What follows belongs to an exercise in optimizing a design on an open flow for small area; a production flow would make more cautious choices.
The RTL was checked by simulation tests, not by an equivalence proof against the original design.
The clock port is modelled as an ideal driver; clocking choices that lean on that would not hold on a real chip.
Power is estimated from default activity; no workload was simulated.

==> flow/design.v (excerpt) <==
module Ghostbox(i_clk, o_buzzer, i_uart_serial, i_mode, o_sel1, o_sel10, o_sel100, o_sevseg, i_rst);
  input [1:0] i_mode;
  input i_uart_serial;
  input i_clk;
  input i_rst;
  output o_sel1;
  output o_sel10;
  output o_sel100;
  output [6:0] o_sevseg;
  output o_buzzer;
  wire [7:0] w_byte;
  reg [3:0] r_buzz_freq;
  reg [7:0] r_sevseg_num;
  clickingNoise CLICKER_INST(i_clk, o_buzzer, r_buzz_freq, i_rst);
  UARTrx UARTRX_INST(i_clk, i_uart_serial, w_byte, i_rst);
  SEVEN_SEG SEV_SEG_INST(i_clk, o_sel1, o_sel10, o_sel100, o_sevseg, r_sevseg_num, i_rst);
  always @(posedge i_clk) begin
    if (i_rst) begin
      r_buzz_freq <= 4'd1;
      r_sevseg_num <= 8'd0;
    end else begin
      if (i_mode[0]) r_sevseg_num <= w_byte;
      if (i_mode[1]) r_buzz_freq <= w_byte[3:0];
    end
  end
endmodule
export LEC_CHECK = 0
export CAP_MARGIN = 20
export CORE_MARGIN = 2
export CORE_UTILIZATION = 70
export PLACE_DENSITY = 0.85
export SLEW_MARGIN = 20
create_clock -name core_clock -period 80.0 [get_ports {i_clk}]
standard.sh (not shown) runs the stock make flow with config.mk's settings and CLKGATE_MAP_FILE= SYNTH_SCRIPT=/design/flow/synth_recipe.tcl, a recipe that flattens the netlist after the stock synthesis.
==> flow/flow/run.sh <==
#!/bin/bash
set -euo pipefail
R=$PWD/orfs/results/sky130hd/Ghostbox/base
LIB=$FLOW_HOME/platforms/sky130hd/lib/sky130_fd_sc_hd__tt_025C_1v80.lib
ABCSCRIPT=""; DEEPT=120; CLK_SLEW_LIMIT=0.112
export BUFFER_PORTS_ARGS="-buffer_cell sky130_fd_sc_hd__buf_1"
export CTS_ARGS="-sink_clustering_enable -repair_clock_nets -dont_use_dummy_load"
[ -f flow/params.sh ] && source flow/params.sh
bash standard.sh synth > synth.log 2>&1
cp "$R/1_2_yosys.v" std_1_2_yosys.v
ABCSCRIPT="$ABCSCRIPT" bash flow/reopt.sh std_1_2_yosys.v "$R/1_2_yosys.v" "$LIB" "$DEEPT" > reopt.log 2>&1
rm -f "$R/1_synth.odb" "$R/1_synth.sdc"
bash standard.sh cts > cts.log 2>&1
cp "$R/4_cts.odb" 4_cts_before_shrink.odb
CLK_LIB="$LIB" CLK_ODB_IN=4_cts_before_shrink.odb CLK_SDC="$R/4_cts.sdc" CLK_ODB_OUT="$R/4_cts.odb" \
  CLK_RC="$FLOW_HOME/platforms/sky130hd/setRC.tcl" CLK_SLEW_LIMIT=$CLK_SLEW_LIMIT CLK_ROOT=0 \
  openroad -no_init -exit flow/shrink_clk.tcl > shrink_clk.log 2>&1
bash standard.sh finish > layout.log 2>&1
==> flow/flow/reopt.sh <==
#!/bin/bash
# reopt.sh IN.v OUT.v LIB SECONDS : re-optimise the combinational logic of a mapped
# netlist with ABC deepsyn, keeping every flip-flop instance (name, cell, pins) as is.
set -euo pipefail
IN=$(realpath "$1"); OUT=$2; LIB=$3; T=${4:-120}
DU="sky130_fd_sc_hd__probe_p_8 sky130_fd_sc_hd__probec_p_8 sky130_fd_sc_hd__lpflow_bleeder_1 sky130_fd_sc_hd__lpflow_clkbufkapwr_1 sky130_fd_sc_hd__lpflow_clkbufkapwr_16 sky130_fd_sc_hd__lpflow_clkbufkapwr_2 sky130_fd_sc_hd__lpflow_clkbufkapwr_4 sky130_fd_sc_hd__lpflow_clkbufkapwr_8 sky130_fd_sc_hd__lpflow_clkinvkapwr_1 sky130_fd_sc_hd__lpflow_clkinvkapwr_16 sky130_fd_sc_hd__lpflow_clkinvkapwr_2 sky130_fd_sc_hd__lpflow_clkinvkapwr_4 sky130_fd_sc_hd__lpflow_clkinvkapwr_8 sky130_fd_sc_hd__lpflow_decapkapwr_12 sky130_fd_sc_hd__lpflow_decapkapwr_3 sky130_fd_sc_hd__lpflow_decapkapwr_4 sky130_fd_sc_hd__lpflow_decapkapwr_6 sky130_fd_sc_hd__lpflow_decapkapwr_8 sky130_fd_sc_hd__lpflow_inputiso0n_1 sky130_fd_sc_hd__lpflow_inputiso0p_1 sky130_fd_sc_hd__lpflow_inputiso1n_1 sky130_fd_sc_hd__lpflow_inputiso1p_1 sky130_fd_sc_hd__lpflow_inputisolatch_1 sky130_fd_sc_hd__lpflow_isobufsrc_1 sky130_fd_sc_hd__lpflow_isobufsrc_16 sky130_fd_sc_hd__lpflow_isobufsrc_2 sky130_fd_sc_hd__lpflow_isobufsrc_4 sky130_fd_sc_hd__lpflow_isobufsrc_8 sky130_fd_sc_hd__lpflow_isobufsrckapwr_16 sky130_fd_sc_hd__lpflow_lsbuf_lh_hl_isowell_tap_1 sky130_fd_sc_hd__lpflow_lsbuf_lh_hl_isowell_tap_2 sky130_fd_sc_hd__lpflow_lsbuf_lh_hl_isowell_tap_4 sky130_fd_sc_hd__lpflow_lsbuf_lh_isowell_4 sky130_fd_sc_hd__lpflow_lsbuf_lh_isowell_tap_1 sky130_fd_sc_hd__lpflow_lsbuf_lh_isowell_tap_2 sky130_fd_sc_hd__lpflow_lsbuf_lh_isowell_tap_4 sky130_fd_sc_hd__fill_1 sky130_fd_sc_hd__fill_2 sky130_fd_sc_hd__fill_4 sky130_fd_sc_hd__fill_8 sky130_fd_sc_hd__einvn_0 sky130_fd_sc_hd__einvn_1 sky130_fd_sc_hd__einvn_2 sky130_fd_sc_hd__einvn_4 sky130_fd_sc_hd__einvn_8 sky130_fd_sc_hd__einvp_1 sky130_fd_sc_hd__einvp_2 sky130_fd_sc_hd__einvp_4 sky130_fd_sc_hd__einvp_8 sky130_fd_sc_hd__ebufn_1 sky130_fd_sc_hd__ebufn_2 sky130_fd_sc_hd__ebufn_4 sky130_fd_sc_hd__ebufn_8"
DUA=""
for c in $DU; do DUA="$DUA -dont_use $c"; done
run_one() {
W=$1; S=$2
mkdir -p "$W"
echo "$S" | tr ';' '\n' > "$W/deep.abc"
cat > "$W/ff.v" <<EOF
(* blackbox *)
module sky130_fd_sc_hd__dfxtp_1(input CLK, input D, output Q);
endmodule
EOF
cat > "$W/reopt.ys" <<EOF
read_verilog -lib $W/ff.v
read_liberty -ignore_redef -ignore_miss_func $LIB
read_verilog $IN
hierarchy -top Ghostbox
flatten
opt_clean -purge
tee -o $W/before.txt stat -liberty $LIB
abc -liberty $LIB $DUA -script $W/deep.abc
read_liberty -lib -ignore_redef $LIB
opt_clean -purge
hilomap -singleton -hicell sky130_fd_sc_hd__conb_1 HI -locell sky130_fd_sc_hd__conb_1 LO
insbuf -buf sky130_fd_sc_hd__buf_4 A X
splitnets
opt_clean -purge
check -assert
tee -o $W/after.txt stat -liberty $LIB
write_verilog -noattr -nohex -nodec $W/out.v
EOF
yosys -q -l "$W/yosys.log" "$W/reopt.ys"
awk '/Chip area/ {print $NF}' "$W/after.txt" > "$W/area.txt"
}
# candidate scripts: deepsyn with different seeds, then different mappers
SCRIPTS=()
NSEED=${NSEED:-12}
for s in $(seq 1 $NSEED); do
  if [ $((s % 2)) -eq 1 ]; then M="dch -p;amap"; else M="amap"; fi
  SCRIPTS+=("strash;&get -n;&deepsyn -T $T -S $s;&put;$M;topo")
done
if [ -n "${ABCSCRIPT:-}" ]; then SCRIPTS=("$ABCSCRIPT"); fi
B=$(mktemp -d "$PWD/reopt.XXXX")
i=0
for S in "${SCRIPTS[@]}"; do
  run_one "$B/c$i" "$S" > "$B/c$i.log" 2>&1 &
  i=$((i+1))
  while [ "$(jobs -rp | wc -l)" -ge 4 ]; do sleep 2; done
done
wait
best=""; ba=""
for d in "$B"/c*/; do
  [ -s "$d/area.txt" ] || continue
  a=$(cat "$d/area.txt"); echo "candidate $d: $a ($(head -c 300 "$d/deep.abc" | tr '\n' ';'))"
  if [ -z "$ba" ] || awk "BEGIN{exit !($a < $ba)}"; then ba=$a; best=$d; fi
done
[ -n "$best" ] || { echo "no candidate"; exit 1; }
echo "best: $best $ba"
grep "Chip area" "$best/before.txt"
cp "$best/out.v" "$OUT"
Other scripts of this flow, unchanged in this note and not shown: flow/flow/shrink_clk.tcl
The first run completed without violations.
Rerun with:
--- a/flow/flow/run.sh
+++ b/flow/flow/run.sh
@@ -4,3 +4,3 @@
 LIB=$FLOW_HOME/platforms/sky130hd/lib/sky130_fd_sc_hd__tt_025C_1v80.lib
-ABCSCRIPT=""; DEEPT=120; CLK_SLEW_LIMIT=0.112
+ABCSCRIPT=""; DEEPT=300; CLK_SLEW_LIMIT=0.112
 export BUFFER_PORTS_ARGS="-buffer_cell sky130_fd_sc_hd__buf_1"
==> flow/flow/params.sh (new file) <==
ABCSCRIPT="strash;dch;map -a;topo"
CTS_ARGS="-sink_clustering_enable -sink_clustering_size 30 -sink_clustering_max_diameter 100 -sink_clustering_levels 1 -repair_clock_nets -dont_use_dummy_load"
--- a/flow/flow/reopt.sh
+++ b/flow/flow/reopt.sh
@@ -40,8 +40,8 @@
 # candidate scripts: deepsyn with different seeds, then different mappers
-SCRIPTS=()
-NSEED=${NSEED:-12}
-for s in $(seq 1 $NSEED); do
-  if [ $((s % 2)) -eq 1 ]; then M="dch -p;amap"; else M="amap"; fi
-  SCRIPTS+=("strash;&get -n;&deepsyn -T $T -S $s;&put;$M;topo")
-done
+SCRIPTS=(
+"strash;&get -n;&deepsyn -T $T -S 1;&put;dch -p;amap;topo"
+"strash;&get -n;&deepsyn -T $T -S 2;&put;amap;topo"
+"strash;&get -n;&deepsyn -T $T -S 3;&put;dc2;dch;amap;topo"
+"strash;&get -n;&deepsyn -T $T -S 4;&put;dch;map -a;topo"
+)
 if [ -n "${ABCSCRIPT:-}" ]; then SCRIPTS=("$ABCSCRIPT"); fi
@@ -52,3 +52,2 @@
   i=$((i+1))
-  while [ "$(jobs -rp | wc -l)" -ge 4 ]; do sleep 2; done
 done
The new run ran to the end with no violations.
Clock skew increases by 3.1 ps.
Register-to-register slack is better by 400 ps.
Power increases by a quarter to a third.
Utilization stays flat.
Clock power hardly moves.
Global-route usage increases by 2.4 points.
Count of clock-buffer cells in the layout does not change.
Rerun with:
--- a/flow/flow/run.sh
+++ b/flow/flow/run.sh
@@ -4,3 +4,3 @@
 LIB=$FLOW_HOME/platforms/sky130hd/lib/sky130_fd_sc_hd__tt_025C_1v80.lib
-ABCSCRIPT=""; DEEPT=300; CLK_SLEW_LIMIT=0.112
+ABCSCRIPT=""; DEEPT=120; CLK_SLEW_LIMIT=0.112
 export BUFFER_PORTS_ARGS="-buffer_cell sky130_fd_sc_hd__buf_1"
--- a/flow/flow/reopt.sh
+++ b/flow/flow/reopt.sh
@@ -4,3 +4,3 @@
 set -euo pipefail
-IN=$(realpath "$1"); OUT=$2; LIB=$3; T=${4:-120}
+IN=$(realpath "$1"); OUT=$2; LIB=$3; T=${4:-120}; CT=${CONET:-$T}
 DU="sky130_fd_sc_hd__probe_p_8 sky130_fd_sc_hd__probec_p_8 sky130_fd_sc_hd__lpflow_bleeder_1 sky130_fd_sc_hd__lpflow_clkbufkapwr_1 sky130_fd_sc_hd__lpflow_clkbufkapwr_16 sky130_fd_sc_hd__lpflow_clkbufkapwr_2 sky130_fd_sc_hd__lpflow_clkbufkapwr_4 sky130_fd_sc_hd__lpflow_clkbufkapwr_8 sky130_fd_sc_hd__lpflow_clkinvkapwr_1 sky130_fd_sc_hd__lpflow_clkinvkapwr_16 sky130_fd_sc_hd__lpflow_clkinvkapwr_2 sky130_fd_sc_hd__lpflow_clkinvkapwr_4 sky130_fd_sc_hd__lpflow_clkinvkapwr_8 sky130_fd_sc_hd__lpflow_decapkapwr_12 sky130_fd_sc_hd__lpflow_decapkapwr_3 sky130_fd_sc_hd__lpflow_decapkapwr_4 sky130_fd_sc_hd__lpflow_decapkapwr_6 sky130_fd_sc_hd__lpflow_decapkapwr_8 sky130_fd_sc_hd__lpflow_inputiso0n_1 sky130_fd_sc_hd__lpflow_inputiso0p_1 sky130_fd_sc_hd__lpflow_inputiso1n_1 sky130_fd_sc_hd__lpflow_inputiso1p_1 sky130_fd_sc_hd__lpflow_inputisolatch_1 sky130_fd_sc_hd__lpflow_isobufsrc_1 sky130_fd_sc_hd__lpflow_isobufsrc_16 sky130_fd_sc_hd__lpflow_isobufsrc_2 sky130_fd_sc_hd__lpflow_isobufsrc_4 sky130_fd_sc_hd__lpflow_isobufsrc_8 sky130_fd_sc_hd__lpflow_isobufsrckapwr_16 sky130_fd_sc_hd__lpflow_lsbuf_lh_hl_isowell_tap_1 sky130_fd_sc_hd__lpflow_lsbuf_lh_hl_isowell_tap_2 sky130_fd_sc_hd__lpflow_lsbuf_lh_hl_isowell_tap_4 sky130_fd_sc_hd__lpflow_lsbuf_lh_isowell_4 sky130_fd_sc_hd__lpflow_lsbuf_lh_isowell_tap_1 sky130_fd_sc_hd__lpflow_lsbuf_lh_isowell_tap_2 sky130_fd_sc_hd__lpflow_lsbuf_lh_isowell_tap_4 sky130_fd_sc_hd__fill_1 sky130_fd_sc_hd__fill_2 sky130_fd_sc_hd__fill_4 sky130_fd_sc_hd__fill_8 sky130_fd_sc_hd__einvn_0 sky130_fd_sc_hd__einvn_1 sky130_fd_sc_hd__einvn_2 sky130_fd_sc_hd__einvn_4 sky130_fd_sc_hd__einvn_8 sky130_fd_sc_hd__einvp_1 sky130_fd_sc_hd__einvp_2 sky130_fd_sc_hd__einvp_4 sky130_fd_sc_hd__einvp_8 sky130_fd_sc_hd__ebufn_1 sky130_fd_sc_hd__ebufn_2 sky130_fd_sc_hd__ebufn_4 sky130_fd_sc_hd__ebufn_8"
@@ -12,2 +12,3 @@
 echo "$S" | tr ';' '\n' > "$W/deep.abc"
+echo "$S" | sed "s/-T [0-9]*/-T $CT/" | tr ';' '\n' > "$W/cone.abc"
 cat > "$W/ff.v" <<EOF
@@ -25,2 +26,6 @@
 tee -o $W/before.txt stat -liberty $LIB
+select -set bcdff t:sky130_fd_sc_hd__dfxtp_1 n:*bcd* %i
+select -set cone @bcdff %ci*:-sky130_fd_sc_hd__dfxtp_1[Q] @bcdff %d
+abc -liberty $LIB $DUA -script $W/cone.abc @cone
+select -clear
 abc -liberty $LIB $DUA -script $W/deep.abc
@@ -40,8 +45,8 @@
 # candidate scripts: deepsyn with different seeds, then different mappers
-SCRIPTS=(
-"strash;&get -n;&deepsyn -T $T -S 1;&put;dch -p;amap;topo"
-"strash;&get -n;&deepsyn -T $T -S 2;&put;amap;topo"
-"strash;&get -n;&deepsyn -T $T -S 3;&put;dc2;dch;amap;topo"
-"strash;&get -n;&deepsyn -T $T -S 4;&put;dch;map -a;topo"
-)
+SCRIPTS=()
+NSEED=${NSEED:-12}
+for s in $(seq 1 $NSEED); do
+  if [ $((s % 2)) -eq 1 ]; then M="dch -p;amap"; else M="amap"; fi
+  SCRIPTS+=("strash;&get -n;&deepsyn -T $T -S $s;&put;$M;topo")
+done
 if [ -n "${ABCSCRIPT:-}" ]; then SCRIPTS=("$ABCSCRIPT"); fi
@@ -52,2 +57,3 @@
   i=$((i+1))
+  while [ "$(jobs -rp | wc -l)" -ge 4 ]; do sleep 2; done
 done
removed: flow/flow/params.sh
Outcome: Setup slack improved by 390 ps; wire length fell by 21%; register-to-register slack gets worse by 270 ps; global-route usage fell by 3.3 points; design area falls by 9.5%; via count fell by 18%.

port drivers added, routing unchanged:
Ports are ideal in the flow. The routed layouts listed here were re-timed in OpenROAD. Step 1: set_driving_cell puts a clkbuf_16 on i_clk and a buf_2 on each other input, an assumption about the parent block. Step 2 times the ports against the registers' clock, not the clock port: input delays grow and output delays shrink by t, the midpoint of the rising clock arrivals with the driver on. Three values: ideal ports, drivers, drivers and shift; two values: the first two.
run	shift t [ns]	slack for setup (ns)	worst setup path after step 2
the first run	0.365	62.227 / 62.198 / 62.300	input to register
the second run	0.383	61.864 / 61.872 / 61.490	input to register
the third run	0.365	62.251 / 62.223 / 61.972	input to register
After both steps every run listed still meets setup and hold. For the second run, which loses most, drivers alone change the setup slack by +0.008 ns; drivers and shift together by -0.374 ns.
